Background: an optimization exercise with open tools, aiming at small area and a short achievable clock period. Do not read the settings as production practice.
In this exercise RTL edits were held to simulation tests only and were not proved equivalent to the original.
No activity file was given, so power comes from the tool's default toggle rates.

`flow/config.mk`:
```
export PLATFORM = sky130hd
export DESIGN_NAME = pipelined_fpadder
export DESIGN_NICKNAME = pipelined_fpadder
export VERILOG_FILES = /design/flow/design.v
export SDC_FILE = /design/flow/constraint.sdc
export NUM_CORES = 4
export LEC_CHECK = 0
export CAP_MARGIN = 20
export CORE_MARGIN = 2
export CORE_UTILIZATION = 40
export SETUP_SLACK_MARGIN = 0.3
export SLEW_MARGIN = 20
export SYNTH_HIERARCHICAL = 1
```
`flow/design.v`:
```
module fp_mul11 (x, y, s_hi, k_hi, cin);
	input [10:0] x, y;
	output [14:0] s_hi, k_hi;
	output cin;
	wire pp0_0 = ~(x[0] & y[0]);
	wire pp0_1 = ~(x[0] & y[1]);
	wire pp0_2 = ~(x[0] & y[2]);
	wire pp0_3 = ~(x[0] & y[3]);
	wire pp0_4 = ~(x[0] & y[4]);
	wire pp0_5 = ~(x[0] & y[5]);
	wire pp0_6 = ~(x[0] & y[6]);
	wire pp0_7 = ~(x[0] & y[7]);
	wire pp0_8 = ~(x[0] & y[8]);
	wire pp0_9 = ~(x[0] & y[9]);
	wire pp0_10 = ~(x[0] & y[10]);
	wire pp1_0 = ~(x[1] & y[0]);
	wire pp1_1 = ~(x[1] & y[1]);
	wire pp1_2 = ~(x[1] & y[2]);
	wire pp1_3 = ~(x[1] & y[3]);
	wire pp1_4 = ~(x[1] & y[4]);
	wire pp1_5 = ~(x[1] & y[5]);
	wire pp1_6 = ~(x[1] & y[6]);
	wire pp1_7 = ~(x[1] & y[7]);
	wire pp1_8 = ~(x[1] & y[8]);
	wire pp1_9 = ~(x[1] & y[9]);
	wire pp1_10 = ~(x[1] & y[10]);
	wire pp2_0 = ~(x[2] & y[0]);
	wire pp2_1 = ~(x[2] & y[1]);
	wire pp2_2 = ~(x[2] & y[2]);
	wire pp2_3 = ~(x[2] & y[3]);
	wire pp2_4 = ~(x[2] & y[4]);
	wire pp2_5 = ~(x[2] & y[5]);
	wire pp2_6 = ~(x[2] & y[6]);
	wire pp2_7 = ~(x[2] & y[7]);
	wire pp2_8 = ~(x[2] & y[8]);
	wire pp2_9 = ~(x[2] & y[9]);
	wire pp2_10 = ~(x[2] & y[10]);
	wire pp3_0 = ~(x[3] & y[0]);
	wire pp3_1 = ~(x[3] & y[1]);
	wire pp3_2 = ~(x[3] & y[2]);
	wire pp3_3 = ~(x[3] & y[3]);
	wire pp3_4 = ~(x[3] & y[4]);
	wire pp3_5 = ~(x[3] & y[5]);
	wire pp3_6 = ~(x[3] & y[6]);
	wire pp3_7 = ~(x[3] & y[7]);
	wire pp3_8 = ~(x[3] & y[8]);
	wire pp3_9 = ~(x[3] & y[9]);
	wire pp3_10 = ~(x[3] & y[10]);
	wire pp4_0 = ~(x[4] & y[0]);
	wire pp4_1 = ~(x[4] & y[1]);
	wire pp4_2 = ~(x[4] & y[2]);
	wire pp4_3 = ~(x[4] & y[3]);
	wire pp4_4 = ~(x[4] & y[4]);
	wire pp4_5 = ~(x[4] & y[5]);
	wire pp4_6 = ~(x[4] & y[6]);
	wire pp4_7 = ~(x[4] & y[7]);
	wire pp4_8 = ~(x[4] & y[8]);
	wire pp4_9 = ~(x[4] & y[9]);
	wire pp4_10 = ~(x[4] & y[10]);
	wire pp5_0 = ~(x[5] & y[0]);
	wire pp5_1 = ~(x[5] & y[1]);
	wire pp5_2 = ~(x[5] & y[2]);
	wire pp5_3 = ~(x[5] & y[3]);
	wire pp5_4 = ~(x[5] & y[4]);
	wire pp5_5 = ~(x[5] & y[5]);
	wire pp5_6 = ~(x[5] & y[6]);
	wire pp5_7 = ~(x[5] & y[7]);
	wire pp5_8 = ~(x[5] & y[8]);
	wire pp5_9 = ~(x[5] & y[9]);
	wire pp5_10 = ~(x[5] & y[10]);
	wire pp6_0 = ~(x[6] & y[0]);
	wire pp6_1 = ~(x[6] & y[1]);
	wire pp6_2 = ~(x[6] & y[2]);
	wire pp6_3 = ~(x[6] & y[3]);
	wire pp6_4 = ~(x[6] & y[4]);
	wire pp6_5 = ~(x[6] & y[5]);
	wire pp6_6 = ~(x[6] & y[6]);
	wire pp6_7 = ~(x[6] & y[7]);
	wire pp6_8 = ~(x[6] & y[8]);
	wire pp6_9 = ~(x[6] & y[9]);
	wire pp6_10 = ~(x[6] & y[10]);
	wire pp7_0 = ~(x[7] & y[0]);
	wire pp7_1 = ~(x[7] & y[1]);
	wire pp7_2 = ~(x[7] & y[2]);
	wire pp7_3 = ~(x[7] & y[3]);
	wire pp7_4 = ~(x[7] & y[4]);
	wire pp7_5 = ~(x[7] & y[5]);
	wire pp7_6 = ~(x[7] & y[6]);
	wire pp7_7 = ~(x[7] & y[7]);
	wire pp7_8 = ~(x[7] & y[8]);
	wire pp7_9 = ~(x[7] & y[9]);
	wire pp7_10 = ~(x[7] & y[10]);
	wire pp8_0 = ~(x[8] & y[0]);
	wire pp8_1 = ~(x[8] & y[1]);
	wire pp8_2 = ~(x[8] & y[2]);
	wire pp8_3 = ~(x[8] & y[3]);
	wire pp8_4 = ~(x[8] & y[4]);
	wire pp8_5 = ~(x[8] & y[5]);
	wire pp8_6 = ~(x[8] & y[6]);
	wire pp8_7 = ~(x[8] & y[7]);
	wire pp8_8 = ~(x[8] & y[8]);
	wire pp8_9 = ~(x[8] & y[9]);
	wire pp8_10 = ~(x[8] & y[10]);
	wire pp9_0 = ~(x[9] & y[0]);
	wire pp9_1 = ~(x[9] & y[1]);
	wire pp9_2 = ~(x[9] & y[2]);
	wire pp9_3 = ~(x[9] & y[3]);
	wire pp9_4 = ~(x[9] & y[4]);
	wire pp9_5 = ~(x[9] & y[5]);
	wire pp9_6 = ~(x[9] & y[6]);
	wire pp9_7 = ~(x[9] & y[7]);
	wire pp9_8 = ~(x[9] & y[8]);
	wire pp9_9 = ~(x[9] & y[9]);
	wire pp9_10 = ~(x[9] & y[10]);
	wire pp10_0 = ~(x[10] & y[0]);
	wire pp10_1 = ~(x[10] & y[1]);
	wire pp10_2 = ~(x[10] & y[2]);
	wire pp10_3 = ~(x[10] & y[3]);
	wire pp10_4 = ~(x[10] & y[4]);
	wire pp10_5 = ~(x[10] & y[5]);
	wire pp10_6 = ~(x[10] & y[6]);
	wire pp10_7 = ~(x[10] & y[7]);
	wire pp10_8 = ~(x[10] & y[8]);
	wire pp10_9 = ~(x[10] & y[9]);
	wire pp10_10 = ~(x[10] & y[10]);
	wire s1 = ~(pp0_9 ^ pp1_8);
	wire k2 = pp0_9 | pp1_8;
	wire s3, k4;
	fp_fa us3 (pp1_9, pp2_8, pp3_7, s3, k4);
	wire s5 = ~(pp4_6 ^ pp5_5);
	wire k6 = pp4_6 | pp5_5;
	wire s7, k8;
	fp_fa us7 (pp2_9, pp3_8, pp4_7, s7, k8);
	wire s9 = ~(pp5_6 ^ pp6_5);
	wire k10 = pp5_6 | pp6_5;
	wire s11, k12;
	fp_fa us11 (pp3_9, pp4_8, pp5_7, s11, k12);
	wire s13 = ~(pp0_6 ^ pp1_5);
	wire k14 = pp0_6 | pp1_5;
	wire s15, k16;
	fp_fa us15 (pp0_7, pp1_6, pp2_5, s15, k16);
	wire s17 = ~(pp3_4 ^ pp4_3);
	wire k18 = pp3_4 | pp4_3;
	wire s19, k20;
	fp_fa us19 (pp0_8, pp1_7, pp2_6, s19, k20);
	wire s21, k22;
	fp_fa us21 (pp3_5, pp4_4, pp5_3, s21, k22);
	wire s23 = ~(pp6_2 ^ pp7_1);
	wire k24 = pp6_2 | pp7_1;
	wire s25, k26;
	fp_fa us25 (pp2_7, pp3_6, pp4_5, s25, k26);
	wire s27, k28;
	fp_fa us27 (pp5_4, pp6_3, pp7_2, s27, k28);
	wire s29, k30;
	fp_fa us29 (pp8_1, pp9_0, s1, s29, k30);
	wire s31, k32;
	fp_fa us31 (pp6_4, pp7_3, pp8_2, s31, k32);
	wire s33, k34;
	fp_fa us33 (pp9_1, k2, s5, s33, k34);
	wire s35, k36;
	fp_fa us35 (pp0_10, pp10_0, s3, s35, k36);
	wire s37, k38;
	fp_fa us37 (pp7_4, pp8_3, pp9_2, s37, k38);
	wire s39, k40;
	fp_fa us39 (k6, s9, pp1_10, s39, k40);
	wire s41, k42;
	fp_fa us41 (pp10_1, k4, s7, s41, k42);
	wire s43, k44;
	fp_fa us43 (pp6_6, pp7_5, pp8_4, s43, k44);
	wire s45, k46;
	fp_fa us45 (pp9_3, k10, pp2_10, s45, k46);
	wire s47, k48;
	fp_fa us47 (pp10_2, k8, s11, s47, k48);
	wire s49, k50;
	fp_fa us49 (pp4_9, pp5_8, pp6_7, s49, k50);
	wire s51, k52;
	fp_fa us51 (pp7_6, pp8_5, pp9_4, s51, k52);
	wire s53, k54;
	fp_fa us53 (pp3_10, pp10_3, k12, s53, k54);
	wire s55, k56;
	fp_fa us55 (pp5_9, pp6_8, pp7_7, s55, k56);
	wire s57, k58;
	fp_fa us57 (pp8_6, pp9_5, pp4_10, s57, k58);
	wire s59, k60;
	fp_fa us59 (pp6_9, pp7_8, pp8_7, s59, k60);
	wire s61 = ~(pp0_4 ^ pp1_3);
	wire k62 = pp0_4 | pp1_3;
	wire s63, k64;
	fp_fa us63 (pp0_5, pp1_4, pp2_3, s63, k64);
	wire s65 = ~(pp3_2 ^ pp4_1);
	wire k66 = pp3_2 | pp4_1;
	wire s67, k68;
	fp_fa us67 (pp2_4, pp3_3, pp4_2, s67, k68);
	wire s69, k70;
	fp_fa us69 (pp5_1, pp6_0, s13, s69, k70);
	wire s71, k72;
	fp_fa us71 (pp5_2, pp6_1, pp7_0, s71, k72);
	wire s73, k74;
	fp_fa us73 (k14, s17, s15, s73, k74);
	wire s75, k76;
	fp_fa us75 (pp8_0, k18, s23, s75, k76);
	wire s77, k78;
	fp_fa us77 (k16, s19, s21, s77, k78);
	wire s79, k80;
	fp_fa us79 (k24, k20, k22, s79, k80);
	wire s81, k82;
	fp_fa us81 (s25, s27, s29, s81, k82);
	wire s83, k84;
	fp_fa us83 (k26, k28, s31, s83, k84);
	wire s85, k86;
	fp_fa us85 (k30, s33, s35, s85, k86);
	wire s87, k88;
	fp_fa us87 (k32, s37, k34, s87, k88);
	wire s89, k90;
	fp_fa us89 (s39, k36, s41, s89, k90);
	wire s91, k92;
	fp_fa us91 (k38, s43, k40, s91, k92);
	wire s93, k94;
	fp_fa us93 (s45, k42, s47, s93, k94);
	wire s95, k96;
	fp_fa us95 (k44, s49, s51, s95, k96);
	wire s97, k98;
	fp_fa us97 (k46, k48, s53, s97, k98);
	wire s99, k100;
	fp_fa us99 (pp10_4, k50, k52, s99, k100);
	wire s101, k102;
	fp_fa us101 (s55, s57, k54, s101, k102);
	wire s103, k104;
	fp_fa us103 (pp9_6, pp5_10, pp10_5, s103, k104);
	wire s105, k106;
	fp_fa us105 (k56, s59, k58, s105, k106);
	wire s107, k108;
	fp_fa us107 (pp7_9, pp8_8, pp9_7, s107, k108);
	wire s109, k110;
	fp_fa us109 (pp6_10, pp10_6, k60, s109, k110);
	wire s111, k112;
	fp_fa us111 (pp8_9, pp9_8, pp7_10, s111, k112);
	wire s113 = ~(pp0_3 ^ pp1_2);
	wire k114 = pp0_3 | pp1_2;
	wire s115, k116;
	fp_fa us115 (pp2_2, pp3_1, pp4_0, s115, k116);
	wire s117, k118;
	fp_fa us117 (pp5_0, k62, s65, s117, k118);
	wire s119, k120;
	fp_fa us119 (k66, k64, s67, s119, k120);
	wire s121, k122;
	fp_fa us121 (k68, s71, k70, s121, k122);
	wire s123, k124;
	fp_fa us123 (k72, s75, k74, s123, k124);
	wire s125, k126;
	fp_fa us125 (k76, k78, s79, s125, k126);
	wire s127, k128;
	fp_fa us127 (k80, s83, k82, s127, k128);
	wire s129, k130;
	fp_fa us129 (k84, s87, k86, s129, k130);
	wire s131, k132;
	fp_fa us131 (k88, s91, k90, s131, k132);
	wire s133, k134;
	fp_fa us133 (s95, k92, k94, s133, k134);
	wire s135, k136;
	fp_fa us135 (k96, s99, k98, s135, k136);
	wire s137, k138;
	fp_fa us137 (s103, k100, s105, s137, k138);
	wire s139, k140;
	fp_fa us139 (s107, k104, s109, s139, k140);
	wire s141, k142;
	fp_fa us141 (pp10_7, k108, s111, s141, k142);
	wire s143, k144;
	fp_fa us143 (pp9_9, pp8_10, pp10_8, s143, k144);
	wire s145 = ~(pp0_2 ^ pp1_1);
	wire k146 = pp0_2 | pp1_1;
	wire s147, k148;
	fp_fa us147 (pp2_1, pp3_0, s113, s147, k148);
	wire s149, k150;
	fp_fa us149 (k114, s61, s115, s149, k150);
	wire s151, k152;
	fp_fa us151 (k116, s63, s117, s151, k152);
	wire s153, k154;
	fp_fa us153 (k118, s69, s119, s153, k154);
	wire s155, k156;
	fp_fa us155 (k120, s73, s121, s155, k156);
	wire s157, k158;
	fp_fa us157 (s77, k122, s123, s157, k158);
	wire s159, k160;
	fp_fa us159 (s81, k124, s125, s159, k160);
	wire s161, k162;
	fp_fa us161 (k126, s85, s127, s161, k162);
	wire s163, k164;
	fp_fa us163 (s89, k128, s129, s163, k164);
	wire s165, k166;
	fp_fa us165 (s93, k130, s131, s165, k166);
	wire s167, k168;
	fp_fa us167 (s97, k132, s133, s167, k168);
	wire s169, k170;
	fp_fa us169 (s101, k134, s135, s169, k170);
	wire s171, k172;
	fp_fa us171 (k102, s137, k136, s171, k172);
	wire s173, k174;
	fp_fa us173 (k106, s139, k138, s173, k174);
	wire s175, k176;
	fp_fa us175 (k110, s141, k140, s175, k176);
	wire s177, k178;
	fp_fa us177 (s143, k112, k142, s177, k178);
	wire s179, k180;
	fp_fa us179 (pp9_10, pp10_9, k144, s179, k180);
	wire [21:0] ra = {1'b0, ~k180, ~k178, ~k176, ~k174, ~k172, ~k170, ~k168, ~k166, ~k164, ~k162, ~k160, ~k158, ~k156, ~k154, ~k152, ~k150, ~k148, ~k146, ~s145, ~pp0_1, ~pp0_0};
	wire [21:0] rb = {1'b0, ~pp10_10, ~s179, ~s177, ~s175, ~s173, ~s171, ~s169, ~s167, ~s165, ~s163, ~s161, ~s159, ~s157, ~s155, ~s153, ~s151, ~s149, ~s147, ~pp2_0, ~pp1_0, 1'b0};
	wire [7:0] lo = ra[6:0] + rb[6:0];
	assign cin = lo[7];
	assign s_hi = ra[21:7];
	assign k_hi = rb[21:7];
endmodule
module fp_fa (a, b, c, s, co);
	input a, b, c;
	output s, co;
	assign s = a ^ b ^ c;
	assign co = (a & b) | (a & c) | (b & c);
endmodule
module fp_ha (a, b, s, co);
	input a, b;
	output s, co;
	assign s = a ^ b;
	assign co = a & b;
endmodule
module fp_norm (c, sh, x, eb, rm, sign, nan, inf, res);
	input [14:0] c;       
	input [3:0] sh;       
	input x;              
	input [4:0] eb;       
	input [1:0] rm;
	input sign, nan, inf;
	output [15:0] res;
	wire [14:0] t = c << sh;
	wire d = x & ~t[14];
	wire [13:0] f0 = d ? t[13:0] : t[14:1];
	wire rne = ~rm[1] & ~rm[0];
	wire rup = (~rm[1] & rm[0] & sign) | (rm[1] & ~rm[0] & ~sign);
	wire plus1 = rne & f0[2] & (f0[1] | f0[0] | f0[3]) | rup & (f0[2] | f0[1] | f0[0]);
	wire [10:0] m = f0[13:3];
	wire [10:0] ao;       
	assign ao[0] = 1'b1;
	assign ao[1] = m[0];
	wire a01 = m[0] & m[1];
	wire a23 = m[2] & m[3];
	wire a45 = m[4] & m[5];
	wire a67 = m[6] & m[7];
	wire a89 = m[8] & m[9];
	wire a03 = a01 & a23;
	wire a47 = a45 & a67;
	assign ao[2] = a01;
	assign ao[3] = a01 & m[2];
	assign ao[4] = a03;
	assign ao[5] = a03 & m[4];
	assign ao[6] = a03 & a45;
	assign ao[7] = a03 & a45 & m[6];
	assign ao[8] = a03 & a47;
	assign ao[9] = a03 & a47 & m[8];
	assign ao[10] = a03 & a47 & a89;
	wire all1 = ao[10] & m[10];
	wire [10:0] fr = m ^ ({11{plus1}} & ao);
	wire cout = plus1 & all1;
	wire [4:0] ebm = eb - 5'd1;
	wire [4:0] ebp = eb + 5'd1;
	wire [4:0] x0 = d ? ebm : eb;
	wire [4:0] x1 = d ? eb : ebp;
	wire [4:0] expo = cout ? x1 : x0;
	wire e31 = &eb, e30 = (eb == 5'd30), e00 = (eb == 5'd0);
	wire ovf = f0[13] & (d ? (e00 | (e31 & cout)) : (e31 | (e30 & cout)));
	wire big = ovf & ~(rne | rup);        
	assign res =
		nan ? {1'b1, 5'h1f, 1'b1, eb, sh} :
		(ovf | inf) ? {sign, 4'hf, ~big, {10{big}}} :
		{sign, f0[13] ? expo : 5'd0, fr[9:0]};
endmodule
`timescale 1ns / 1ps
module pipelined_fpadder (a,b,sub,rm,s,clk,clrn,e);
	input clk, clrn;
	input [15:0] a, b;
	input [1:0] rm;
	input sub;
	input e;
	output reg [15:0] s;
	wire [4:0] ea = a[14:10];
	wire [4:0] eb = b[14:10];
	wire ha = |ea;
	wire hb = |eb;
	wire [10:0] ma = {ha, a[9:0]};
	wire [10:0] mb = {hb, b[9:0]};
	wire [4:0] ee = ea + eb + 5'd17;           
	wire a_ff = &ea, b_ff = &eb;
	wire a_f0 = ~|a[9:0], b_f0 = ~|b[9:0];
	wire a_inf = a_ff & a_f0, b_inf = b_ff & b_f0;
	wire a_nan = a_ff & ~a_f0, b_nan = b_ff & ~b_f0;
	wire is_inf = a_inf | b_inf;
	wire is_nan = a_nan | b_nan | ((sub ^ a[15] ^ b[15]) & a_inf & b_inf);
	wire [8:0] nan9 = (a[8:0] > b[8:0]) ? a[8:0] : b[8:0];
	function [3:0] lz10;
		input [9:0] f;
		reg [15:0] g;
		reg [7:0] h8;
		reg [3:0] h4;
		reg [1:0] h2;
		reg z8, z4, z2;
		begin
			g = {f, 6'b111111};
			z8 = ~|g[15:8];
			h8 = z8 ? g[7:0] : g[15:8];
			z4 = ~|h8[7:4];
			h4 = z4 ? h8[3:0] : h8[7:4];
			z2 = ~|h4[3:2];
			h2 = z2 ? h4[1:0] : h4[3:2];
			lz10 = {z8, z4, z2, ~h2[1]};
		end
	endfunction
	wire [3:0] za = lz10(a[9:0]);
	wire [3:0] zb = lz10(b[9:0]);
	wire ez = ~|ee;
	wire [4:0] mm = {ee[4:1], ee[0] | ez};     
	wire [3:0] mc = mm[4] ? 4'd15 : mm[3:0];
	wire [3:0] zs = ha ? zb : za;
	wire [4:0] l1 = {1'b0, zs} + 5'd1;
	wire x1 = l1 < mm;
	wire [3:0] sh1 = x1 ? l1[3:0] : mc;
	wire [4:0] eb_1 = x1 ? ee - {1'b0, zs} : {4'd0, ~ez};
	wire [4:0] zz = {1'b0, za} + {1'b0, zb};
	wire x2 = zz < 5'd15;
	wire [3:0] sh2 = (zz > 5'd13) ? 4'd15 : zz[3:0] + 4'd2;
	wire [4:0] eb_2 = x2 ? 5'd16 - zz : 5'd1;
	wire both = ~ha & ~hb;
	wire none = ha & hb;
	wire ll_lt = none | (both ? x2 : x1);
	wire [3:0] shc = none ? 4'd0 : both ? sh2 : sh1;
	wire [4:0] eb1 = none ? ee + 5'd1 : both ? eb_2 : eb_1;
	wire [14:0] ps, pk;
	wire pcin;
	fp_mul11 mul (.x(ma), .y(mb), .s_hi(ps), .k_hi(pk), .cin(pcin));
	reg [13:0] r_ps, r_pk;
	reg r_cin;
	reg [4:0] r_eb;
	reg [3:0] r_sh;
	reg [1:0] r_rm;
	reg r_sign, r_x, r_nan, r_inf;
	always @(posedge clk or negedge clrn) begin
		if (!clrn) begin
			r_ps <= 0; r_pk <= 0; r_cin <= 0; r_eb <= 0; r_sh <= 0; r_rm <= 0;
			r_sign <= 0; r_x <= 0; r_nan <= 0; r_inf <= 0;
		end else if (e) begin
			r_ps <= ps[13:0];    
			r_pk <= pk[13:0];
			r_cin <= pcin;
			r_eb <= is_nan ? nan9[8:4] : eb1;    
			r_sh <= is_nan ? nan9[3:0] : shc;
			r_rm <= rm;
			r_sign <= a[15] ^ b[15];
			r_x <= ll_lt;
			r_nan <= is_nan;
			r_inf <= is_inf;
		end
	end
	wire [15:0] r_cw = {1'b0, r_ps, r_cin} + {1'b0, r_pk, r_cin};   
	wire [14:0] r_c = r_cw[15:1];
	wire [15:0] res;
	fp_norm norm (.c(r_c), .sh(r_sh), .x(r_x), .eb(r_eb), .rm(r_rm), .sign(r_sign),
		.nan(r_nan), .inf(r_inf), .res(res));
	always @(posedge clk or negedge clrn) begin
		if (!clrn) s <= 0;
		else if (e) s <= res;
	end
endmodule
```
`flow/run.sh`:
```
#!/bin/bash
# synth_recipe.tcl (not shown) runs the flow's synth.tcl, then flattens the netlist and writes it again
# the make line also repeats each setting of config.mk as NAME=value (left out here)
make -C /OpenROAD-flow-scripts/flow DESIGN_CONFIG=/design/flow/config.mk WORK_HOME=/design/flow/orfs CLKGATE_MAP_FILE= SYNTH_SCRIPT=/design/flow/synth_recipe.tcl finish
```
`flow/constraint.sdc`:
```
create_clock -name core_clock -period 7.0 [get_ports {clk}]
set_input_delay 1.4000 -clock core_clock [delete_from_list [all_inputs] [get_ports {clk}]]
set_output_delay 1.4000 -clock core_clock [all_outputs]
set_load 0.01 [all_outputs]
```
==> impl_metrics.tcl, run 1 <==
set metrics [dict create \
    period_minus_slack_ps 5780 \
    synth_fp_nets 1192 \
    hp-class "reg -> reg" \
    die_height_um 155 \
    antenna_left 0 \
    crit_fanout 18 \
    final.setup.tns_ps 0 \
    core_area_um2 22500 \
    clk_pin_slew_ps 60 \
    cts_sinks 60 \
    worst_pin_slew_ps 1030 \
    antenna_cells 0 \
    grt_setup_unrepaired "no" \
    gp_congestion 0.894 \
    die_w_um 155 \
    ir_drop_uv 182 \
    syn_area_um2 9130 \
    crit_slowest_cell "clkdlybuf4s50_1" \
    rows 55 \
    nFillCells 2122 \
    cp_top_family "compound AO/OA/AOI/OAI gates" \
    drt_iter0_drc 526 \
    cts_resized 0 \
    drv_slew 0 \
    grt.overflow.total 0 \
    cts_tree "done" \
    worst-setup-path-type "in -> reg" \
    totalWireLength_mm 23.7 \
    h-tree-depth 3 \
    start_util 0.406 \
    slew_headroom 0.315 \
    fin_area_um2 10100 \
    drc_errors 0 \
    cts_setup_buffers 0 \
    cts_hold_buffers 0 \
    clockBufferDepth 2 \
    drive_gt1_frac 0.121 \
    end_kind "flip-flop" \
    arrival_ps 6020 \
    finalHoldViolations 0 \
    detail_route.wl_per_cell_um 18.0 \
    synth.avg_cell_area_um2 9.11 \
    hpwl_mm 18.1 \
    clock_skew_ps 8.28 \
    antenna_found_initial 0 \
    grt_start_max_net_pins 61 \
    root_buffer "clkbuf_16" \
    critPathRequiredTime_ps 7240 \
    status "no timing/DRC/antenna violations" \
    vias 7534 \
    pin_count 54 \
    placed_area_um2 9840 \
    p_leak_nw 4.37 \
    power.density_nw_per_um2 380 \
    grt_pass1_vias 7696 \
    dp_slack_ps 955 \
    path_buf_inv 1 \
    start_kind "input pin" \
    fin_util 0.451 \
    drt_first_pass_iters 7 \
    numPortBuffers 53 \
    die-area_um2 24000 \
    grt_pass1_wl_mm 39.6 \
    worst_slack_ps 1220 \
    synth_cells 1002 \
    track_usage 0.205 \
    period_share 0.826 \
    setup_viol 0 \
    via_per_inst 5.71 \
    nets 1219 \
    numCtsBuffers 9 \
    slowest_delay_ps 800 \
    drv_cap 0 \
    clock_latency_ps 340 \
    yosysWarningCount 7 \
    areaGrowthSynthToFinish_pct 11.1 \
    clock.fmax_ghz 0.173 \
    cp_cell_sequence "clkdlybuf4s50_1, nor4b_1, nor4_1, o31ai_1, nor2_1, o21bai_1, ha_1, xnor2_1, ha_1, a21o_1, a21o_1, a21oi_1, o31a_1, nand3b_2, o32ai_1, a21oi_1, o221ai_1" \
]
==> stage by stage <==
| stage | cells | hold WS (ps) | total power, W |
|---|---|---|---|
| 6_report | 1319 | 506 | 0.00386 |
| 5_1_grt | 1319 | 523 | 0.00421 |
| 4_1_cts | 1319 | 508 | 0.00386 |
| 3_5_place_dp | 1303 | 495 | 0.00338 |
| 3_3_place_gp | 1303 | 491 | 0.00336 |
| 2_1_floorplan | 1002 | 448 | 0.00268 |
==> layout make-up <==
| class | count | area [um2] | share of cell area |
|---|---|---|---|
| tap | 285 | 357 | 0.0351 |
| inverter | 99 | 372 | 0.0366 |
| clock inverter | 3 | 43.8 | 0.00432 |
| clock buffer | 13 | 260 | 0.0257 |
| sequential | 60 | 1500 | 0.148 |
| multi-input combinational | 796 | 7020 | 0.692 |
| timing repair buffer | 63 | 596 | 0.0587 |
==> worst paths after layout <==
kind	from	end	slack, ps	depth (start not counted)
min in group asynchronous	clrn	r_pk[0]	1220	2
hold reg to reg	s[2]	s[2]	510	1
setup reg to reg	r_pk[0]	s[13]	1420	18
max in group asynchronous	clrn	s[4]	5230	2
setup / recovery	a[4]	r_eb[4]	1220	17
hold / removal	s[2]	s[2]	510	1
==> flip-flops by register name, summed over array words and instances, names as in the netlist <==
signal and count:
r_cin 1, r_inf 1, r_sign 1, r_sh 4, r_pk 14, r_x 1
r_rm 2, r_ps 14, s 16, r_nan 1, r_eb 5
==> report_power, final <==
| group | total (W) | leakage [nW] | internal [W] | switching (W) |
|---|---|---|---|---|
| combinational | 0.00283 | 3.50 | 0.00128 | 0.00156 |
| sequential | 0.000566 | 0.724 | 0.000471 | 0.0000954 |
| clock | 0.000457 | 0.150 | 0.000296 | 0.000161 |
| total | 0.00386 | 4.37 | 0.00204 | 0.00181 |
==> layer usage <==
layer / GRT usage / up-vias / routed length [um]
li1: - / 3532 / -
met1: 0.290 / 3796 / 11300
met2: 0.335 / 186 / 11200
met3: 0.0214 / 20 / 951
met4: 0.0534 / 0 / 303
met5: 0 / - / 0
==> cells in the final DEF, fill, tap and decap left out, types with 7 or more instances in the layout <==
master,n
nand2_1,139
inv_1,98
fa_1,84
ha_1,68
dfrtp_1,60
clkdlybuf4s50_1,51
nor2_1,50
mux2_2,49
a21oi_1,47
mux2i_1,34
xnor2_1,30
and2_1,30
o21ai_0,23
nand3_1,21
nor3_1,20
mux4_2,12
a21o_1,11
a221o_1,10
buf_4,10
nor2b_1,9
clkbuf_16,9
and3_1,8
o221ai_1,8
xor2_1,7
o22ai_1,7
==> run 2: changes to the inputs <==
--- a/flow/config.mk
+++ b/flow/config.mk
@@ -6,4 +6,5 @@
 export NUM_CORES = 4
 export LEC_CHECK = 0
+export ABC_AREA = 1
 export CAP_MARGIN = 20
 export CORE_MARGIN = 2
==> impl_metrics.tcl, run 2 <==
set metrics [dict create \
    numPortBuffers 53 \
    gp_congestion 0.913 \
    finalPower_w 0.00302 \
    drive_gt1_frac 0.0664 \
    antenna_cells 0 \
    critical_path_depth 26 \
    drc_errors 0 \
    top_regs "s: 16 flops, r_pk: 14 flops, r_ps: 14 flops" \
    power.density_nw_per_um2 295 \
    top_register "s" \
    h-tree-depth 3 \
    finalHoldViolations 0 \
    grt_start_max_net_pins 63 \
    slowest_delay_ps 790 \
    drv_cap 0 \
    crit_slowest_cell "clkdlybuf4s50_1" \
    cp_top_family "simple AND/OR/NAND/NOR gates" \
    ir_drop_uv 144 \
    cts_resized 0 \
    hpwl_mm 19.2 \
    worst_slack_ps 1620 \
    clockBufferDepth 2 \
    dp_slack_ps 1330 \
    vias 8383 \
    synth.avg_cell_area_um2 6.89 \
    nets 1556 \
    status "no timing/DRC/antenna violations" \
    worst_pin_slew_ps 992 \
    arrival_ps 5610 \
    die-area_um2 24500 \
    rows 55 \
    grt_setup_unrepaired "no" \
    multi_input_area_um2 6790 \
    die_height_um 157 \
    numCtsBuffers 9 \
    p_leak_nw 5.32 \
    end_kind "flip-flop" \
    hp-class "reg -> reg" \
    grt_pass1_wl_mm 40.9 \
    cts_hold_buffers 0 \
    mostFrequentLayoutCells "nand2_1 (500), inv_1 (174), nand3_1 (92)" \
    setup_viol 0 \
    syn_area_um2 9310 \
    cts_sinks 60 \
    detail_route.wl_per_cell_um 14.5 \
    track_usage 0.207 \
    drt_first_pass_iters 5 \
    yosysWarningCount 7 \
    drv_slew 0 \
    finalHoldWorstSlack_ps 465 \
    slew_headroom 0.337 \
    synth_fp_nets 1541 \
    cts_tree "done" \
    period_minus_slack_ps 5380 \
    antenna_left 0 \
    synth_cells 1351 \
    clock.fmax_ghz 0.186 \
    die_w_um 157 \
    nFillCells 2400 \
    crit_top_cell "nand2_1" \
    seqCellArea_um2 1500 \
    path_buf_inv 3 \
    clock_latency_ps 330 \
    pin_count 54 \
    grt.overflow.total 0 \
    reg2regPathDepth 28 \
    drt_iter0_drc 594 \
    cts_setup_buffers 0 \
    totalWireLength_mm 24.4 \
    start_util 0.409 \
    period_share 0.768 \
    final_common_cell "nand2_1" \
    areaGrowthSynthToFinish_pct 10.2 \
    via_per_inst 4.98 \
    critPathRequiredTime_ps 7230 \
    largest_register_ffs 16 \
    clk_pin_slew_ps 60 \
    whs_path_depth 2 \
    worst-setup-path-type "in -> reg" \
    clock_skew_ps 12.8 \
    grt_pass1_vias 8225 \
    root_buffer "clkbuf_16" \
    core_area_um2 22800 \
    start_kind "input pin" \
    crit_fanout 15 \
    antenna_found_initial 0 \
    final.setup.tns_ps 0 \
]
[run 2: final timing paths]
kind	slack [ps]	from	to
setup reg to reg	2340	r_pk[1]	s[12]
setup / recovery	1620	b[3]	r_eb[0]
hold / removal	470	s[15]	s[15]
min in group asynchronous	1230	clrn	s[7]
max in group asynchronous	5240	clrn	r_pk[11]
hold reg to reg	470	s[15]	s[15]
[run 2: worst register-to-register path, delay by kind of cell, from the launching register on]
family          cells  cell delay (ps)
xor+xnor            1              120
compound gates      8             1520
simple gates       18             2190
flops               1              390
fa+ha+maj           1              360
[run 2: layer usage]
metal / vias to the layer above / share of wire / GRT usage
met5: - / 0 / 0
li1: 4256 / - / -
met1: 3877 / 0.48 / 0.293
met3: 24 / 0.041 / 0.0169
met2: 226 / 0.46 / 0.346
met4: 0 / 0.015 / 0.0454
[run 2: layout make-up]
cell class	instances	share of cell area
multi-input cells	1050	0.661
flip-flops and latches	60	0.146
inverters	183	0.0674
repair buffers	62	0.0573
well taps	313	0.0382
clock buffers	9	0.0220
clock inverters	7	0.00732
[run 2: where the power goes]
part | switching, W | total (W) | internal (W)
Combinational | 0.00126 | 0.00203 | 0.000778
Clock | 0.000166 | 0.000443 | 0.000277
Sequential | 0.0000876 | 0.000547 | 0.000460
Total | 0.00151 | 0.00302 | 0.00151
[run 2: metrics by stage]
stage | instance area [um2] | std cells | utilization
final | 10300 | 1684 | 0.450
after global routing | 10300 | 1684 | 0.450
after CTS | 10300 | 1684 | 0.450
after detailed placement | 9960 | 1668 | 0.437
after global placement | 9960 | 1668 | 0.437
after floorplan | 9310 | 1351 | -
==> run 3: changes to the inputs <==
--- a/flow/config.mk
+++ b/flow/config.mk
@@ -9,5 +9,5 @@
 export CAP_MARGIN = 20
 export CORE_MARGIN = 2
-export CORE_UTILIZATION = 40
+export CORE_UTILIZATION = 60
 export SETUP_SLACK_MARGIN = 0.3
 export SLEW_MARGIN = 20
==> impl_metrics.tcl, run 3 <==
set metrics [dict create \
    crit_fanout 15 \
    drt_iter0_drc 725 \
    start_kind "input pin" \
    drive_gt1_frac 0.0629 \
    cts_hold_buffers 0 \
    nFillCells 1416 \
    internal_power_w 0.00153 \
    gp_congestion 0.939 \
    synth_cells 1351 \
    antenna_cells 0 \
    seqCellArea_um2 1500 \
    grt_use_met1 0.422 \
    top_register "s" \
    grtUsageMet3 0.0304 \
    syn_area_um2 9310 \
    period_minus_slack_ps 5400 \
    antenna_left 0 \
    grt_start_max_net_pins 63 \
    r2r_slack_ps 2170 \
    die_w_um 129 \
    mostFrequentLayoutCells "nand2_1 (500), inv_1 (174), nand3_1 (92)" \
    numCtsBuffers 9 \
    rows 45 \
    clk_pin_slew_ps 60 \
    r2r-end "s[11]" \
    ir_drop_uv 147 \
    power.density_nw_per_um2 301 \
    final.setup.tns_ps 0 \
    synth.avg_cell_area_um2 6.89 \
    clockBufferDepth 2 \
    pin_count 54 \
    detail_route.wl_per_cell_um 14.6 \
    period_share 0.771 \
    h-tree-depth 3 \
    reg2regPathDepth 28 \
    p_comb_frac 0.671 \
    root_buffer "clkbuf_16" \
    slew_headroom 0.358 \
    p_switching_w 0.00151 \
    switching_share 0.497 \
    cts_sinks 60 \
    clock.fmax_ghz 0.185 \
    multi_input_area_um2 6790 \
    critPathRequiredTime_ps 7230 \
    arrival_ps 5620 \
    holdCritStartpoint "s[4]" \
    die_height_um 129 \
    yosysWarningCount 7 \
    drv_cap 0 \
    final_common_cell "nand2_1" \
    cts_tree "done" \
    antenna_found_initial 0 \
    start_util 0.613 \
    fin_util 0.663 \
    track_usage 0.291 \
    grt.met2_usage 0.471 \
    numPortBuffers 53 \
    whs_path_depth 2 \
    largest_register_ffs 16 \
    top_regs "s: 16 flops, r_pk: 14 flops, r_ps: 14 flops" \
    hpwl_mm 18.0 \
    end_kind "flip-flop" \
    p_leak_nw 5.29 \
    nets 1552 \
    status "no timing/DRC/antenna violations" \
    cts_setup_buffers 0 \
    clock_skew_ps 9.09 \
    hp-class "reg -> reg" \
    seq_power_share 0.181 \
    clock_latency_ps 330 \
    holdPathEnd "s[4]" \
    die-area_um2 16500 \
    gr-max-usage-layer "met2" \
    grt_setup_unrepaired "no" \
    setup_viol 0 \
    worst_pin_slew_ps 961 \
    vias 8467 \
    r2r_start "r_ps[1]" \
    via_per_inst 5.45 \
    core_area_um2 15200 \
    grt_pass1_wl_mm 38.9 \
    grt_pass1_vias 8139 \
    totalWireLength_mm 22.8 \
    cts_resized 0 \
    drt_first_pass_iters 5 \
    grt.overflow.total 0 \
    finalHoldViolations 0 \
    drc_errors 0 \
    drv_slew 0 \
    areaGrowthSynthToFinish_pct 8.21 \
    pwr-share-clk 0.148 \
    synth_fp_nets 1541 \
    worst-setup-path-type "in -> reg" \
]
-- run 3: power groups by stage --
stage	logic [W]	clock network, W	registers [W]
after floorplan	0.00157	0	0.000537
after global placement	0.00199	0	0.000552
after detailed placement	0.00202	0	0.000555
after CTS	0.00203	0.000455	0.000551
after global routing	0.00235	0.000472	0.000565
final	0.00204	0.000449	0.000551
-- run 3: how the worst max path moves through the flow --
| stage | startpoint | end | slack [ps] | cells past startpoint |
|---|---|---|---|---|
| floorplan | a[7] | r_eb[0] | 2610 | 24 |
| global placement | a[5] | r_eb[0] | 1390 | 26 |
| detailed placement | a[7] | r_eb[0] | 1320 | 26 |
| CTS | a[7] | r_eb[0] | 1670 | 26 |
| global route | a[5] | r_eb[0] | 1120 | 26 |
| finish | a[7] | r_eb[0] | 1600 | 26 |
-- run 3: per-layer routing --
metal | wire (um) | part of all wire
met4 | 387 | 0.017
met2 | 10300 | 0.45
met3 | 1190 | 0.052
met5 | 0 | 0
met1 | 10900 | 0.48
-- run 3: worst max-delay path, stage by stage --
cell             delay (ps)
clkdlybuf4s50_1         740
nor2_2                  310
nand2_2                 100
nor2_4                  210
nand2_1                  80
nand2_1                  90
nor2_2                   60
a21oi_4                 160
nand2_2                 100
nand2_1                  70
nand2_1                  80
inv_1                   110
ha_1                    170
xor2_1                  130
inv_1                    70
ha_1                    310
a21oi_1                 160
nor2_1                   50
a211oi_1                660
nand2_2                 170
nand2_1                 100
nand3_1                  70
nand2_1                  70
nand2_1                  40
nand2_1                  60
nand2_1                  50
-- run 3: metrics by stage --
step	cells	hold WS [ps]	total power [W]	cell area (um2)	setup slack, ps
global placement	1539	454	0.00255	9770	1390
finish	1555	466	0.00304	10100	1600
global route	1555	490	0.00339	10100	1120
CTS	1555	472	0.00304	10100	1670
detailed placement	1539	458	0.00257	9770	1320
floorplan	1351	446	0.00211	9310	2610
-- run 3: cell type report --
class,count,share of cell area
Multi-Input combinational cell,1050,0.673
Clock buffer,11,0.0241
Tap cell,188,0.0233
Inverter,183,0.0687
Sequential cell,60,0.149
Clock inverter,5,0.00608
Timing Repair Buffer,58,0.0554
==> run 4: changes to the inputs <==
--- a/flow/design.v
+++ b/flow/design.v
@@ -419,8 +419,8 @@
 	wire [3:0] mc = mm[4] ? 4'd15 : mm[3:0];
 	wire [3:0] zs = ha ? zb : za;
-	wire [4:0] l1 = {1'b0, zs} + 5'd1;
-	wire x1 = l1 < mm;
-	wire [3:0] sh1 = x1 ? l1[3:0] : mc;
-	wire [4:0] eb_1 = x1 ? ee - {1'b0, zs} : {4'd0, ~ez};
+	wire [5:0] dd = {1'b0, ee} - {2'b0, zs};  
+	wire x1 = ~dd[5] & |dd[4:1];               
+	wire [3:0] sh1 = x1 ? zs + 4'd1 : mc;
+	wire [4:0] eb_1 = x1 ? dd[4:0] : {4'd0, ~ez};
 	wire [4:0] zz = {1'b0, za} + {1'b0, zb};
 	wire x2 = zz < 5'd15;
@@ -441,9 +441,11 @@
 	reg [1:0] r_rm;
 	reg r_sign, r_x, r_nan, r_inf;
+	reg r_v;
 	always @(posedge clk or negedge clrn) begin
-		if (!clrn) begin
-			r_ps <= 0; r_pk <= 0; r_cin <= 0; r_eb <= 0; r_sh <= 0; r_rm <= 0;
-			r_sign <= 0; r_x <= 0; r_nan <= 0; r_inf <= 0;
-		end else if (e) begin
+		if (!clrn) r_v <= 0;
+		else if (e) r_v <= 1'b1;
+	end
+	always @(posedge clk) begin
+		if (e) begin
 			r_ps <= ps[13:0];    
 			r_pk <= pk[13:0];
@@ -463,7 +465,8 @@
 	fp_norm norm (.c(r_c), .sh(r_sh), .x(r_x), .eb(r_eb), .rm(r_rm), .sign(r_sign),
 		.nan(r_nan), .inf(r_inf), .res(res));
+	wire [15:0] res_v = res & {16{r_v}};
 	always @(posedge clk or negedge clrn) begin
 		if (!clrn) s <= 0;
-		else if (e) s <= res;
+		else if (e) s <= res_v;
 	end
 endmodule
--- a/flow/config.mk
+++ b/flow/config.mk
@@ -9,5 +9,5 @@
 export CAP_MARGIN = 20
 export CORE_MARGIN = 2
-export CORE_UTILIZATION = 60
+export CORE_UTILIZATION = 40
 export SETUP_SLACK_MARGIN = 0.3
 export SLEW_MARGIN = 20
==> impl_metrics.tcl, run 4 <==
set metrics [dict create \
    antenna_found_initial 0 \
    clockBufferDepth 2 \
    path_buf_inv 5 \
    areaGrowthSynthToFinish_pct 9.54 \
    top_register "s" \
    rows 54 \
    numPortBuffers 53 \
    arrival_ps 5280 \
    vias 7751 \
    antenna_cells 0 \
    die-area_um2 23800 \
    antenna_left 0 \
    numCtsBuffers 9 \
    grt_setup_unrepaired "no" \
    whs_path_depth 2 \
    totalWireLength_mm 21.9 \
    setup_viol 0 \
    yosysWarningCount 7 \
    grt_pass1_wl_mm 37.6 \
    end_kind "flip-flop" \
    detail_route.wl_per_cell_um 14.4 \
    nets 1422 \
    grt_pass1_vias 7733 \
    crit_top_cell "nand2_1" \
    cts_tree "done" \
    ir_drop_uv 118 \
    holdCritStartpoint "s[5]" \
    period_share 0.746 \
    clock_skew_ps 7.29 \
    grt_start_max_net_pins 33 \
    via_per_inst 5.10 \
    clock_latency_ps 320 \
    clock.fmax_ghz 0.192 \
    reg2regPathDepth 26 \
    status "no timing/DRC/antenna violations" \
    drv_cap 0 \
    drt_iter0_drc 371 \
    gp_congestion 0.916 \
    syn_area_um2 9030 \
    critPathLaunch "a[7]" \
    final_common_cell "nand2_1" \
    drt_first_pass_iters 5 \
    power.density_nw_per_um2 272 \
    drv_slew 0 \
    cp_top_family "simple AND/OR/NAND/NOR gates" \
    cts_sinks 61 \
    crit_slowest_cell "clkdlybuf4s50_1" \
    die_w_um 154 \
    dp_slack_ps 1500 \
    track_usage 0.193 \
    slew_headroom 0.476 \
    finalHoldViolations 0 \
    final.setup.tns_ps 0 \
    worst-setup-path-type "in -> reg" \
    largest_register_ffs 16 \
    r2r-end "s[11]" \
    worst_slack_ps 1780 \
    holdPathEnd "s[5]" \
    period_minus_slack_ps 5220 \
    core_area_um2 22000 \
    crit_fanout 15 \
    critPathRequiredTime_ps 7060 \
    p_leak_nw 4.75 \
    start_kind "input pin" \
    pin_count 54 \
    r2r_start "r_ps[0]" \
    root_buffer "clkbuf_16" \
    top_regs "s: 16 flops, r_pk: 14 flops, r_ps: 14 flops" \
    hp-class "reg -> reg" \
    r2r_slack_ps 2350 \
    synth_fp_nets 1406 \
    clk_pin_slew_ps 50 \
    slowest_delay_ps 760 \
    cts_setup_buffers 0 \
    h-tree-depth 3 \
    die_height_um 154 \
    synth_cells 1220 \
    cp_cell_sequence "clkdlybuf4s50_1, nor2_2, nand2_2, nor2_4, a21oi_2, nand3_1, and2_1, nand2_1, inv_1, ha_1, inv_1, fa_1, inv_1, nand2_1, nand2_1, inv_1, or2_2, nor3_1, nor2_4, a21oi_1, nand2_1, nand2_1, o21ai_0" \
    synth.avg_cell_area_um2 7.40 \
    hpwl_mm 17.2 \
    start_util 0.411 \
    worst_pin_slew_ps 783 \
    drive_gt1_frac 0.0637 \
    cts_resized 0 \
    drc_errors 0 \
    cts_hold_buffers 0 \
    grt.overflow.total 0 \
    mostFrequentLayoutCells "nand2_1 (382), inv_1 (167), nand3_1 (113)" \
]
[run 4: cell count changes in the layout (fill, tap and decap cells not counted), moves of 5 or more]
cell / delta
nand2_1: -118
edfxtp_1: +44
dfrtp_1: -43
nand3_1: +21
a21oi_1: -7
inv_1: -7
nor2_4: +6
nand4_1: -5
nor2_1: +5
o211ai_1: +5
o21ai_0: -5
[run 4: per-layer routing]
layer  global-route usage  vias to the layer above  share of wire
li1                     -                     3897              -
met1                0.273                     3645           0.49
met2                0.315                      190           0.46
met3               0.0227                       19          0.038
met4               0.0512                        0          0.013
met5                    0                        -              0
[run 4: cell type report]
class	count	area, um2
Inverter	175	667
Sequential cell	61	1750
Tap cell	280	350
Fill cell	2241	12100
Clock inverter	3	17.5
Clock buffer	13	262
Timing Repair Buffer	55	541
Multi-Input combinational cell	934	6300
[run 4: worst max path at each step]
stage	depth (start not counted)	slack, ps	end
after floorplan	22	2790	r_eb[3]
after global placement	23	1610	r_eb[3]
after detailed placement	23	1500	r_eb[3]
after CTS	23	1810	r_eb[3]
after global routing	24	1420	r_eb[3]
final	23	1780	r_eb[3]
[run 4: power by group]
part	internal, W	switching (W)
Sequential	0.000519	0.0000555
Combinational	0.000652	0.00105
Clock	0.000261	0.000150
Total	0.00143	0.00125
[run 4: stage by stage]
step	instance area, um2	util	std cells	hold slack (ps)	power [W]
6_report	9890	0.450	1521	475	0.00268
5_1_grt	9890	0.450	1521	505	0.00301
4_1_cts	9890	0.450	1521	481	0.00272
3_5_place_dp	9610	0.438	1505	466	0.00229
3_3_place_gp	9610	0.438	1505	465	0.00227
2_1_floorplan	9030	-	1220	516	0.00191
[run 4: worst register-to-register path: cells and delay by family, from the launching register on]
| kind | cells | cell delay [ps] |
|---|---|---|
| AO/OA/AOI/OAI | 7 | 1480 |
| adder cells (fa/ha/maj) | 1 | 450 |
| AND/OR/NAND/NOR | 16 | 2090 |
| buffers and inverters | 1 | 60 |
| XOR/XNOR | 1 | 110 |
| flip-flops | 1 | 350 |
==> run 5: changes to the inputs <==
==> flow/flow/run.sh (new file) <==
#!/bin/bash
# The standard layout, with plain buffers (not delay buffers) on the ports.
set -euo pipefail
bash standard.sh "BUFFER_PORTS_ARGS=-buffer_cell sky130_fd_sc_hd__buf_1" finish > make_finish.log 2>&1
==> flow/standard.sh (new file) <==
#!/bin/bash
# synth_recipe.tcl (not shown) runs the flow's synth.tcl, then flattens the netlist and writes it again
# the make line also repeats each setting of config.mk as NAME=value (left out here)
make -C /OpenROAD-flow-scripts/flow DESIGN_CONFIG=/design/flow/config.mk WORK_HOME=/design/flow/orfs CLKGATE_MAP_FILE= SYNTH_SCRIPT=/design/flow/synth_recipe.tcl "${@:-finish}"
removed: flow/run.sh
==> impl_metrics.tcl, run 5 <==
set metrics [dict create \
    antenna_left 0 \
    grt_start_max_net_pins 38 \
    nets 1422 \
    fin_util 0.436 \
    totalWireLength_mm 21.8 \
    vias 7805 \
    final.setup.tns_ps 0 \
    drt_first_pass_iters 5 \
    dr_wl_met2_mm 9.84 \
    antenna_cells 0 \
    clk_pin_slew_ps 50 \
    holdPathEnd "s[11]" \
    finalHoldViolations 0 \
    h-tree-depth 3 \
    slew_headroom 0.381 \
    clock_skew_ps 10.2 \
    nFillCells 2263 \
    pwr-share-clk 0.162 \
    top_regs "s: 16 flops, r_pk: 14 flops, r_ps: 14 flops" \
    die-area_um2 23800 \
    end_kind "flip-flop" \
    clockBufferDepth 2 \
    grt_setup_unrepaired "no" \
    clock_latency_ps 330 \
    seq_power_share 0.216 \
    cts_resized 0 \
    holdCritStartpoint "s[11]" \
    grt_pass1_wl_mm 36.4 \
    r2r-end "s[12]" \
    synth_fp_nets 1406 \
    switching_share 0.471 \
    track_usage 0.189 \
    internal_power_w 0.00141 \
    clock.fmax_ghz 0.206 \
    crit_fanout 15 \
    top_register "s" \
    via_per_inst 5.13 \
    start_kind "input pin" \
    start_util 0.411 \
    cts_tree "done" \
    arrival_ps 4920 \
    mostFrequentLayoutCells "nand2_1 (382), inv_1 (167), nand3_1 (113)" \
    cts_setup_buffers 0 \
    period_minus_slack_ps 4850 \
    final_cells 1521 \
    status "no timing/DRC/antenna violations" \
    die_height_um 154 \
    synth_cells 1220 \
    final_common_cell "nand2_1" \
    reg2regPathDepth 26 \
    grt_pass1_vias 7426 \
    numPortBuffers 53 \
    period_share 0.693 \
    antenna_found_initial 0 \
    r2r_start "r_ps[0]" \
    fin_area_um2 9580 \
    numCtsBuffers 9 \
    drv_cap 0 \
    wl_met3_mm 1.16 \
    top_layer "met4" \
    pin_count 54 \
    root_buffer "clkbuf_16" \
    hp-class "reg -> reg" \
    p_comb_frac 0.622 \
    die_w_um 154 \
    finalPower_w 0.00266 \
    worst_pin_slew_ps 928 \
    r2r_slack_ps 2310 \
    core_area_um2 22000 \
    p_leak_nw 4.62 \
    largest_register_ffs 16 \
    p_switching_w 0.00125 \
    rows 54 \
    cts_sinks 61 \
    yosysWarningCount 7 \
    drive_gt1_frac 0.0653 \
    power.density_nw_per_um2 278 \
    m1WireLength_mm 10.4 \
    whs_path_depth 2 \
    critPathRequiredTime_ps 7070 \
    setup_viol 0 \
    placed_area_um2 9280 \
    hpwl_mm 17.3 \
    detail_route.wl_per_cell_um 14.3 \
    drv_slew 0 \
    syn_area_um2 9030 \
    cts_hold_buffers 0 \
    synth.avg_cell_area_um2 7.40 \
    gp_congestion 0.882 \
    ir_drop_uv 123 \
    dpl.cell_count 1505 \
    worst-setup-path-type "in -> reg" \
    drt_iter0_drc 466 \
    grt.overflow.total 0 \
    areaGrowthSynthToFinish_pct 6.14 \
    drc_errors 0 \
]
-- run 5: changes by cell type in the layout (fill, tap and decap cells not counted), sizes merged --
cell,before,now
clkdlybuf4s50,52,0
clkbuf,13,14
inv,177,176
clkinv,1,2
buf,3,54
-- run 5: area by class of cell --
| class | count | area [um2] | area share |
|---|---|---|---|
| multi-input cells | 934 | 6300 | 0.658 |
| well taps | 280 | 350 | 0.0366 |
| repair buffers | 55 | 215 | 0.0225 |
| clock inverters | 3 | 16.3 | 0.00170 |
| clock buffers | 13 | 282 | 0.0294 |
| flip-flops and latches | 61 | 1750 | 0.182 |
| inverters | 175 | 667 | 0.0696 |
-- run 5: critical path, stage by stage --
cell     delay, ps
buf_1          590
nor2_1         140
nand2_2        120
nor2_4          70
nor3_1         240
nand3_1        160
and2_1         200
nand2_1         60
inv_1           40
ha_1           190
inv_1           70
fa_1           490
or2_2          360
nor3_1         340
nor2_4          70
a21oi_1        160
nand2_1         70
nand2_1         60
o21ai_0         80
-- run 5: worst max-delay path by stage --
stage | start | to
floorplan | a[6] | r_eb[3]
global placement | b[5] | r_eb[3]
detailed placement | a[5] | r_eb[3]
CTS | a[5] | r_eb[3]
global route | a[5] | r_eb[3]
finish | a[5] | r_eb[3]
-- run 5: metrics by stage --
| stage | setup WS, ps | hold WS [ps] |
|---|---|---|
| after floorplan | 2790 | 516 |
| after global placement | 1980 | 463 |
| after detailed placement | 1840 | 463 |
| after CTS | 2190 | 478 |
| after global routing | 1820 | 498 |
| final | 2150 | 475 |
-- run 5: power groups by stage --
stage	sequential (W)	combinational, W	clock [W]
2_1_floorplan	0.000566	0.00134	0
3_3_place_gp	0.000580	0.00165	0
3_5_place_dp	0.000581	0.00166	0
4_1_cts	0.000575	0.00167	0.000443
5_1_grt	0.000586	0.00192	0.000456
6_report	0.000574	0.00165	0.000432
-- run 5: layer usage --
metal	global-route usage	vias to the layer above
li1	-	3906
met3	0.0266	28
met4	0.0521	0
met1	0.268	3658
met2	0.303	213
met5	0	-
==> run 6: changes to the inputs <==
--- a/flow/config.mk
+++ b/flow/config.mk
@@ -10,5 +10,5 @@
 export CORE_MARGIN = 2
 export CORE_UTILIZATION = 40
-export SETUP_SLACK_MARGIN = 0.3
+export SETUP_SLACK_MARGIN = 1.5
 export SLEW_MARGIN = 20
 export SYNTH_HIERARCHICAL = 1
==> impl_metrics.tcl, run 6 <==
set metrics [dict create \
    r2r_start "r_ps[0]" \
    numCtsBuffers 9 \
    totalWireLength_mm 21.8 \
    synth.avg_cell_area_um2 7.40 \
    gp_congestion 0.882 \
    pin_count 54 \
    cts_setup_buffers 0 \
    nFillCells 2263 \
    grt_setup_unrepaired "no" \
    slew_headroom 0.381 \
    grt_pass1_wl_mm 36.4 \
    drc_errors 0 \
    finalHoldViolations 0 \
    yosysWarningCount 7 \
    worst_pin_slew_ps 928 \
    holdCritStartpoint "s[11]" \
    crit_top_cell "nand2_1" \
    start_kind "input pin" \
    cts_resized 0 \
    synth_fp_nets 1406 \
    cts_tree "done" \
    cp_top_family "simple AND/OR/NAND/NOR gates" \
    drv_cap 0 \
    period_minus_slack_ps 4850 \
    crit_fanout 15 \
    numPortBuffers 53 \
    p_leak_nw 4.62 \
    drive_gt1_frac 0.0653 \
    areaGrowthSynthToFinish_pct 6.14 \
    r2r_slack_ps 2310 \
    vias 7805 \
    status "no timing/DRC/antenna violations" \
    hpwl_mm 17.3 \
    antenna_found_initial 0 \
    fin_util 0.436 \
    grt.overflow.total 0 \
    r2r-end "s[12]" \
    cp_cell_sequence "buf_1, nor2_1, nand2_2, nor2_4, nor3_1, nand3_1, and2_1, nand2_1, inv_1, ha_1, inv_1, fa_1, or2_2, nor3_1, nor2_4, a21oi_1, nand2_1, nand2_1, o21ai_0" \
    seqCellArea_um2 1750 \
    grt_start_max_net_pins 38 \
    arrival_ps 4920 \
    clock_latency_ps 330 \
    drv_slew 0 \
    multi_input_area_um2 6300 \
    cts_sinks 61 \
    antenna_cells 0 \
    power.density_nw_per_um2 278 \
    reg2regPathDepth 26 \
    clock_skew_ps 10.2 \
    clk_pin_slew_ps 50 \
    hp-class "reg -> reg" \
    via_per_inst 5.13 \
    path_buf_inv 3 \
    ir_drop_uv 123 \
    top_register "s" \
    track_usage 0.189 \
    period_share 0.693 \
    core_area_um2 22000 \
    synth_cells 1220 \
    holdPathEnd "s[11]" \
    h-tree-depth 3 \
    rows 54 \
    antenna_left 0 \
    clock.fmax_ghz 0.206 \
    detail_route.wl_per_cell_um 14.3 \
    largest_register_ffs 16 \
    die_w_um 154 \
    clockBufferDepth 2 \
    nets 1422 \
    start_util 0.411 \
    mostFrequentLayoutCells "nand2_1 (382), inv_1 (167), nand3_1 (113)" \
    grt_pass1_vias 7426 \
    critPathRequiredTime_ps 7070 \
    end_kind "flip-flop" \
    cts_hold_buffers 0 \
    final_common_cell "nand2_1" \
    root_buffer "clkbuf_16" \
    die_height_um 154 \
    whs_path_depth 2 \
    setup_viol 0 \
    slowest_delay_ps 590 \
    worst-setup-path-type "in -> reg" \
    drt_first_pass_iters 5 \
    die-area_um2 23800 \
    syn_area_um2 9030 \
    crit_slowest_cell "buf_1" \
    final.setup.tns_ps 0 \
    drt_iter0_drc 466 \
    top_regs "s: 16 flops, r_pk: 14 flops, r_ps: 14 flops" \
]
-- run 6: area by class of cell --
class	instances	area share
clock buffer	13	0.0294
clock inverter	3	0.00170
inverter	175	0.0696
multi-input combinational	934	0.658
sequential	61	0.182
tap	280	0.0366
timing repair buffer	55	0.0225
-- run 6: per-stage QoR --
stage | cells | power [W] | cell area, um2 | worst slack [ps] | hold WS, ps
CTS | 1521 | 0.00268 | 9580 | 2190 | 478
detailed placement | 1505 | 0.00224 | 9280 | 1840 | 463
floorplan | 1220 | 0.00191 | 9030 | 2790 | 516
global placement | 1505 | 0.00223 | 9280 | 1980 | 463
finish | 1521 | 0.00266 | 9580 | 2150 | 475
global route | 1521 | 0.00297 | 9580 | 1820 | 498
-- run 6: metal layers --
metal  routed length (um)  vias to the layer above  track usage
met5                    0                        -            0
met4                  353                        0       0.0521
met3                 1160                       28       0.0266
met2                 9840                      213        0.303
met1                10400                     3658        0.268
li1                     -                     3906            -
-- run 6: tightest hold or removal path, stage by stage (launching register included) --
cell and delay, ps:
dfrtp_1 330, nand2_1 50, nand2_1 60
-- run 6: power breakdown --
group	total, W	switching [W]	internal, W
Sequential	0.000574	0.0000550	0.000519
Clock	0.000432	0.000153	0.000279
Combinational	0.00165	0.00104	0.000610
Total	0.00266	0.00125	0.00141
-- run 6: worst max path at each step --
stage / cells after the start / startpoint / slack [ps] / endpoint
after global placement: 24 / b[5] / 1980 / r_eb[3]
after detailed placement: 19 / a[5] / 1840 / r_eb[3]
after floorplan: 22 / a[6] / 2790 / r_eb[3]
after global routing: 19 / a[5] / 1820 / r_eb[3]
after CTS: 19 / a[5] / 2190 / r_eb[3]
final: 19 / a[5] / 2150 / r_eb[3]
==> run 7: changes to the inputs <==
--- a/flow/config.mk
+++ b/flow/config.mk
@@ -10,5 +10,5 @@
 export CORE_MARGIN = 2
 export CORE_UTILIZATION = 40
-export SETUP_SLACK_MARGIN = 1.5
+export SETUP_SLACK_MARGIN = 3.5
 export SLEW_MARGIN = 20
 export SYNTH_HIERARCHICAL = 1
==> impl_metrics.tcl, run 7 <==
set metrics [dict create \
    status "no timing/DRC/antenna violations" \
    drv_cap 0 \
    antenna_cells 0 \
    areaGrowthSynthToFinish_pct 36.3 \
    synth.avg_cell_area_um2 7.40 \
    setup_viol 0 \
    drt_iter0_drc 522 \
    syn_area_um2 9030 \
    reg2regPathDepth 25 \
    synth_fp_nets 1406 \
    worst_pin_slew_ps 942 \
    r2r-end "s[6]" \
    holdCritStartpoint "s[1]" \
    detail_route.wl_per_cell_um 16.2 \
    nFillCells 1906 \
    clock_skew_ps 13.1 \
    holdPathEnd "s[1]" \
    start_kind "input pin" \
    core_area_um2 22000 \
    end_kind "flip-flop" \
    h-tree-depth 3 \
    r2r_start "r_pk[1]" \
    r2r_slack_ps 3050 \
    drv_slew 0 \
    grt.overflow.total 0 \
    numPortBuffers 53 \
    clockBufferDepth 2 \
    clock.fmax_ghz 0.242 \
    gp_congestion 0.837 \
    cts_tree "done" \
    cts_sinks 61 \
    crit_fanout 8 \
    antenna_left 0 \
    pin_count 54 \
    cts_hold_buffers 0 \
    largest_register_ffs 16 \
    period_minus_slack_ps 4130 \
    finalHoldViolations 0 \
    top_register "s" \
    clock_latency_ps 340 \
    start_util 0.411 \
    die-area_um2 23800 \
    die_height_um 154 \
    power.density_nw_per_um2 276 \
    drt_first_pass_iters 5 \
    final_cells 1646 \
    antenna_found_initial 0 \
    rows 54 \
    root_buffer "clkbuf_16" \
    arrival_ps 4220 \
    top_regs "s: 16 flops, r_pk: 14 flops, r_ps: 14 flops" \
    whs_path_depth 2 \
    ir_drop_uv 169 \
    grt_start_max_net_pins 43 \
    dpl.cell_count 1505 \
    critPathRequiredTime_ps 7080 \
    grt_pass1_wl_mm 43.0 \
    vias 8674 \
    drc_errors 0 \
    drive_gt1_frac 0.343 \
    finalPower_w 0.00339 \
    numCtsBuffers 9 \
    hpwl_mm 17.4 \
    yosysWarningCount 7 \
    p_leak_nw 5.66 \
    fin_util 0.560 \
    clk_pin_slew_ps 60 \
    mostFrequentLayoutCells "nand2_1 (317), inv_1 (143), buf_4 (106)" \
    via_per_inst 5.27 \
    seqCellArea_um2 1750 \
    final_common_cell "nand2_1" \
    hp-class "reg -> reg" \
    grt_pass1_vias 8874 \
    track_usage 0.224 \
    multi_input_area_um2 7630 \
    synth_cells 1220 \
    totalWireLength_mm 26.7 \
    die_w_um 154 \
    slew_headroom 0.372 \
    period_share 0.591 \
    grt_setup_unrepaired "yes" \
    final.setup.tns_ps 0 \
    nets 1547 \
    worst-setup-path-type "in -> reg" \
]
## run 7: changes by cell type in the layout (fill, tap and decap cells not counted), sizes merged
| cell | delta |
|---|---|
| bufinv | +1 |
| nand4 | +1 |
| nand3 | +3 |
| nand2 | +1 |
| clkinv | +2 |
| inv | -1 |
| clkbuf | -4 |
| clkinvlp | +2 |
| buf | +120 |
## run 7: area by class of cell
class	instances	share of cell area
clock buffers	9	0.0183
multi-input cells	939	0.620
clock inverters	7	0.00610
flip-flops and latches	61	0.142
repair buffers	175	0.129
inverters	175	0.0560
well taps	280	0.0285
## run 7: critical path: stages
cell	delay [ps]
buf_12	110
nor2_4	130
nand2_2	90
nor2_4	260
a21oi_4	130
nand2_2	120
inv_2	70
nand3_4	100
nand2_2	60
inv_2	60
ha_4	140
inv_2	40
fa_2	360
buf_6	130
o21ai_1	210
a21oi_1	140
inv_1	120
nor2_4	60
inv_1	110
nor2_4	70
nand3_2	80
nand3_2	90
nand2_1	70
nand2_1	50
## run 7: layer usage
layer  global-route usage  up-vias  wire [um]
met1                0.290     4129      11500
met2                0.382      289      13000
met5                    0        -          0
li1                     -     4181          -
met4               0.0863        0        880
met3               0.0277       75       1390
## run 7: what timing repair did
| item | in CTS | in global routing |
|---|---|---|
| endpoints found under the setup margin | 50 | 45 |
| cloned | 6 | 0 |
| buffers inserted | 88 | 31 |
| gates resized for setup | 272 | 125 |
| pin swaps | 114 | 121 |
## run 7: report_power, final
group	internal, W	switching, W	leakage [nW]	total, W
sequential	0.000521	0.0000743	0.631	0.000595
clock	0.000276	0.000166	0.140	0.000442
combinational	0.00102	0.00134	4.89	0.00236
total	0.00181	0.00158	5.66	0.00339
## run 7: stage by stage
stage / hold slack (ps) / area, um2 / setup slack, ps
after floorplan: 516 / 9420 / 2940
after global placement: 463 / 9560 / 2110
after detailed placement: 464 / 9560 / 2020
after CTS: 476 / 11600 / 3080
after global routing: 489 / 12300 / 2760
final: 468 / 12300 / 2870
## run 7: worst max path at each step
stage / start / endpoint / cells past startpoint
2_1_floorplan: b[9] / r_pk[4] / 8
6_report: a[6] / r_eb[2] / 24
3_5_place_dp: a[3] / r_eb[4] / 20
5_1_grt: a[6] / r_eb[2] / 25
3_3_place_gp: b[7] / r_sh[0] / 20
4_1_cts: r_cin / s[12] / 29

==> static timing again, ports no longer ideal <==
The results above use ideal ports. As a check the final layouts listed here were re-extracted and re-timed, cells and wires unchanged.
Step 1 assumes that a clkbuf_16 drives the clock port and a buf_2 every other input.
Step 2, shift: input delay + t, output delay - t, t = (earliest + latest rising clock arrival at the registers) / 2. This alone moves slack from input paths to output paths.
a / b / c = ideal / step 1 / step 2; a / b = the first two.
run | t (ns) | slack for setup (ns) | worst hold slack (ns) | worst setup path after step 2
run 1 | 0.376 | 1.219 / 1.237 / 0.862 | 0.506 / 0.506 / 0.506 | input to register
run 2 | 0.368 | 1.621 / 1.639 / 1.271 | 0.465 / 0.465 / 0.465 | input to register
run 3 | 0.369 | 1.605 / 1.621 / 1.251 | 0.466 / 0.466 / 0.466 | input to register
run 4 | 0.365 | 1.780 / 1.802 / 1.437 | 0.475 / 0.475 / 0.475 | input to register
run 5 | 0.366 | 2.152 / 2.164 / 1.798 | 0.475 / 0.475 / 0.475 | input to register
run 6 | 0.366 | 2.152 / 2.164 / 1.798 | 0.475 / 0.475 / 0.475 | input to register
run 7 | 0.376 | 2.866 / 2.845 / 2.470 | 0.468 / 0.468 / 0.468 | input to register
After both steps setup and hold are still met in every run listed. For run 7, which loses most, drivers alone change the setup slack by -0.021 ns; drivers and shift together by -0.396 ns.
